From an optimization exercise on the open Yosys and OpenROAD flow, aimed at small area, a short achievable clock period and few clock cycles per item; shortcuts taken in it are not production practice.
RTL that was checked went through simulation tests only; none was proved equivalent to the original.

Design Milestone1_convert, start of the top module:
module Milestone1_convert (
	input  logic          Clock,
	input  logic          Resetn,
	input  logic          Enable,
	input  logic   [15:0] SRAM_read_data,
	input  logic          redo,
	output logic          SRAM_we_n,
	output logic   [17:0] SRAM_address,
	output logic   [15:0] SRAM_write_data,
	output logic          Finish
);
localparam logic [1:0] T_NONE = 2'd0, T_Y = 2'd1, T_U = 2'd2, T_V = 2'd3;
localparam logic [2:0] K_NONE = 3'd0, K_B0 = 3'd1, K_RG0 = 3'd2, K_RG1 = 3'd3, K_B1 = 3'd4;
localparam logic [2:0] I_NONE = 3'd0, I_HI = 3'd1, I_LO = 3'd2, I_REP = 3'd3, I_PORT = 3'd4;
logic        run;           
logic [3:0]  nph;           
logic [7:0]  nk;            
logic        nlead;         
logic [15:0] y_addr;        
logic [17:0] u_addr;        
logic [17:0] rgb_addr;      
logic [1:0]  tag_a, tag_b, tag_c;    
logic [2:0]  kind_a, kind_b;         
logic        c_even, c_isb, c_firv, c_ldv, c_ldu, c_ph2;
logic [2:0]  c_kind;
logic [2:0]  c_ins_u, c_ins_v;
logic [7:0]  y_lo;                  
logic [7:0]  y_sel;                 
logic [15:0] hu, hv;
logic [7:0]  su [0:5];
logic [7:0]  sv [0:5];
logic [8:0]  up_reg, vp_reg;        
logic [7:0]  b0_save;
function automatic logic [11:0] succ(input logic [3:0] p, input logic [7:0] kk);
	logic [3:0] p2;
	logic [7:0] k2;
	p2 = p + 4'd1;
	k2 = kk;
	if (p == 4'd4) begin
		if (kk == 8'd159) p2 = 4'd5;
		else begin p2 = 4'd0; k2 = kk + 8'd1; end
	end else if (p == 4'd10) begin
		p2 = 4'd0; k2 = 8'd0;
	end
	succ = {p2, k2};
endfunction
function automatic logic [5:0] ins_of(input logic [3:0] p, input logic [7:0] kk);
	logic [2:0] iu, iv;
	iu = I_NONE;
	iv = I_NONE;
	case (p)
  ...
Settings: LEC_CHECK=0, CAP_MARGIN=20, CORE_MARGIN=2, CORE_UTILIZATION=40, SLEW_MARGIN=20, SYNTH_HIERARCHICAL=1; clock period 14.0 ns.
standard.sh (not shown) runs the stock make flow with config.mk's settings and CLKGATE_MAP_FILE= SYNTH_SCRIPT=/design/flow/synth_recipe.tcl, a recipe that flattens the netlist after the stock synthesis.
==> flow/flow/run.sh <==
#!/bin/bash
# Standard ORFS layout (standard.sh) with these changes in how it is made:
#  - the port buffers are buf_4 cells instead of the buffer ORFS picks
#  - clock tree: larger sink clusters, no dummy loads
#  - timing repair aims at a setup margin below the design's clock period
# The SDC, clock period and I/O constraints are the standard flow's, unchanged.
set -euo pipefail
bash standard.sh SETUP_SLACK_MARGIN=10.0 \
  "BUFFER_PORTS_ARGS=-buffer_cell sky130_fd_sc_hd__buf_4" \
  "CTS_ARGS=-sink_clustering_enable -repair_clock_nets -sink_clustering_size 36 -sink_clustering_max_diameter 70 -dont_use_dummy_load" \
  finish > orfs_make.log 2>&1
Change:
--- a/flow/design.v
+++ b/flow/design.v
@@ -114,13 +114,13 @@
 logic [7:0]  y_lo;                  
 logic [7:0]  y_sel;                 
 logic [15:0] hu, hv;
 logic [7:0]  su [0:5];
 logic [7:0]  sv [0:5];
 logic [8:0]  up_reg, vp_reg;        
-logic [7:0]  b0_save;
+logic [7:0]  b0_save, g1_save;
 function automatic logic [11:0] succ(input logic [3:0] p, input logic [7:0] kk);
 	logic [3:0] p2;
 	logic [7:0] k2;
 	p2 = p + 4'd1;
 	k2 = kk;
 	if (p == 4'd4) begin
@@ -298,28 +298,28 @@
 assign te = c_firv ? sv[4] : su[4];
 assign tf = c_firv ? sv[5] : su[5];
 logic [8:0]  t_af, t_be, t_cd;
 assign t_af = {1'b0, ta} + {1'b0, tf};
 assign t_be = {1'b0, tb} + {1'b0, te};
 assign t_cd = {1'b0, tc} + {1'b0, td};
-logic [8:0]  f_p1, f_np2, f_p3;
+logic [8:0]  f_p1, f_np2, f_p3, f_np3;
 always_ff @(posedge Clock) begin
 	f_p1  <= t_af;
 	f_np2 <= ~t_be;
 	f_p3  <= t_cd;
+	f_np3 <= ~t_cd;
 end
-logic [8:0] fm_a, fm_b, g_a, g_b;
+logic [8:0] fm_h, g_h;
 logic       fm_c, g_c;
-fir_sum u_fir (.p1(f_p1), .np2(f_np2), .p3(f_p3), .np3(~f_p3), .ha(fm_a), .hb(fm_b), .c(fm_c));
+fir_sum u_fir (.p1(f_p1), .np2(f_np2), .p3(f_p3), .np3(f_np3), .hi(fm_h), .c(fm_c));
 always_ff @(posedge Clock) begin
-	g_a <= fm_a;
-	g_b <= fm_b;
+	g_h <= fm_h;
 	g_c <= fm_c;
 end
 logic [8:0] fw;
-assign fw = g_a + g_b + {8'd0, g_c};
+assign fw = g_h + {8'd0, g_c};
 always_ff @(posedge Clock) begin
 	if (c_ldv) vp_reg <= fw;
 	if (c_ldu) up_reg <= fw;
 end
 logic [8:0]  su9, sv9;
 assign su9 = c_even ? {su[2][7], ~su[2][7], su[2][6:0]} : up_reg;
@@ -365,15 +365,16 @@
 assign x8 = clip(s_x);
 assign g8 = clip(s_g);
 always_ff @(posedge Clock) begin
 	case (kind_b)
 	K_RG0:   SRAM_write_data <= {x8, g8};
 	K_RG1:   SRAM_write_data <= {b0_save, x8};
-	default: SRAM_write_data <= {g8, x8};
+	default: SRAM_write_data <= {g1_save, x8};
 	endcase
 	if (kind_b == K_B0)  b0_save <= x8;
+	if (kind_b == K_RG1) g1_save <= g8;
 end
 endmodule
 module yt_part(input wire [7:0] y, output wire [13:0] lo, output wire c, output wire [10:0] hi);
 wire [7:0] ny = ~y;
 wire yp_1, yp_2;
 csa_ha yp_1_h (.a(ny[0]), .b(y[3]), .s(yp_1), .co(yp_2));
@@ -800,13 +801,13 @@
 wire [16:0] x_lo = {1'b0, {sx_81, sx_79, sx_77, sx_75, sx_73, sx_71, sx_69, sx_67, sx_65, sx_63, sx_61, sx_59, xl_12[0], ytl[0], xl_2[0], xl_1[0]}} + {1'b0, {sx_80, sx_78, sx_76, sx_74, sx_72, sx_70, sx_68, sx_66, sx_64, sx_62, sx_60, sx_58, sx_57, xl_3[0], 1'b0, 1'b0}};
 assign xa = {~sx_103, sx_101, sx_99, sx_97, sx_95, sx_93, sx_91, sx_89, sx_87, sx_85, sx_83};
 assign xb = {sx_102, sx_100, sx_98, sx_96, sx_94, sx_92, sx_90, sx_88, sx_86, sx_84, sx_82};
 assign xc = x_lo[16];
 endmodule
 module fir_sum(input wire [8:0] p1, input wire [8:0] np2, input wire [8:0] p3, input wire [8:0] np3,
-  output wire [8:0] ha, output wire [8:0] hb, output wire c);
+  output wire [8:0] hi, output wire c);
 wire fi_1, fi_2;
 csa_ha fi_1_h (.a(p1[8]), .b(p1[6]), .s(fi_1), .co(fi_2));
 wire fi_3, fi_4;
 csa_fa fi_3_f (.a(p1[5]), .b(p1[3]), .c(p1[1]), .s(fi_3), .co(fi_4));
 wire fi_5, fi_6;
 csa_ha fi_5_h (.a(np2[3]), .b(np2[1]), .s(fi_5), .co(fi_6));
@@ -942,14 +943,13 @@
 csa_fa fi_135_f (.a(fi_80), .b(fi_107), .c(fi_106), .s(fi_135), .co(fi_136));
 wire fi_137, fi_138;
 csa_fa fi_137_f (.a(fi_84), .b(fi_109), .c(fi_108), .s(fi_137), .co(fi_138));
 wire fi_139, fi_140;
 csa_ha fi_139_h (.a(p3[8]), .b(fi_110), .s(fi_139), .co(fi_140));
 wire [8:0] fi_lo = {1'b0, {fi_123, fi_121, fi_119, fi_117, fi_115, fi_113, np3[0], p1[0]}} + {1'b0, {fi_122, fi_120, fi_118, fi_116, fi_114, fi_112, fi_111, p3[0]}};
-assign ha = {fi_140, fi_139, fi_137, fi_135, fi_133, fi_131, fi_129, fi_127, fi_125};
-assign hb = {1'b0, fi_138, fi_136, fi_134, fi_132, fi_130, fi_128, fi_126, fi_124};
+assign hi = {fi_140, fi_139, fi_137, fi_135, fi_133, fi_131, fi_129, fi_127, fi_125} + {1'b0, fi_138, fi_136, fi_134, fi_132, fi_130, fi_128, fi_126, fi_124};
 assign c = fi_lo[8];
 endmodule
 module csa_fa(input wire a, input wire b, input wire c, output wire s, output wire co);
 assign s = a ^ b ^ c;
 assign co = (a & b) | (a & c) | (b & c);
 endmodule
Sequential share of layout area hardly moves; final cell count rises by 3.2%; worst setup slack gets better by 0.0047 ns; routed wire length goes up by 4.2%; count of clock-buffer cells in the layout climbs by 4.
Testbench counts after the change, summed over its fixed seeds: cycles 1,547,720, frames 8.
For the first run of this note, only the layout was checked, not whether the RTL still works.

## what the ideal ports hide
The flow's constraints put no driver on any port. The routed layouts listed below were extracted and timed again, unchanged, in two steps. Step 1 sets driving cells, clkbuf_16 on the clock port and buf_2 on the other inputs (assumed; they add their load-dependent delay and slew). Step 2 moves the port delays by t, midway between the first and last clock arrival at a register: inputs arrive t later, outputs are due t later. That takes back most of the time a late clock gives input paths. Three values: ideal, step 1, step 2; two values: the first two.
run	t (ns)	slack for setup (ns)	worst hold slack (ns)	slew at the worst register clock pin (ns)	cell pins on the clock port's net
the first run	0.609	10.061 / 10.005 / 10.348	0.339 / 0.339 / 0.339	0.11 / 0.11	1
the second run	0.653	10.065 / 10.032 / 10.065	0.329 / 0.329 / 0.329	0.11 / 0.11	1
After both steps setup and hold are still met in every run listed.
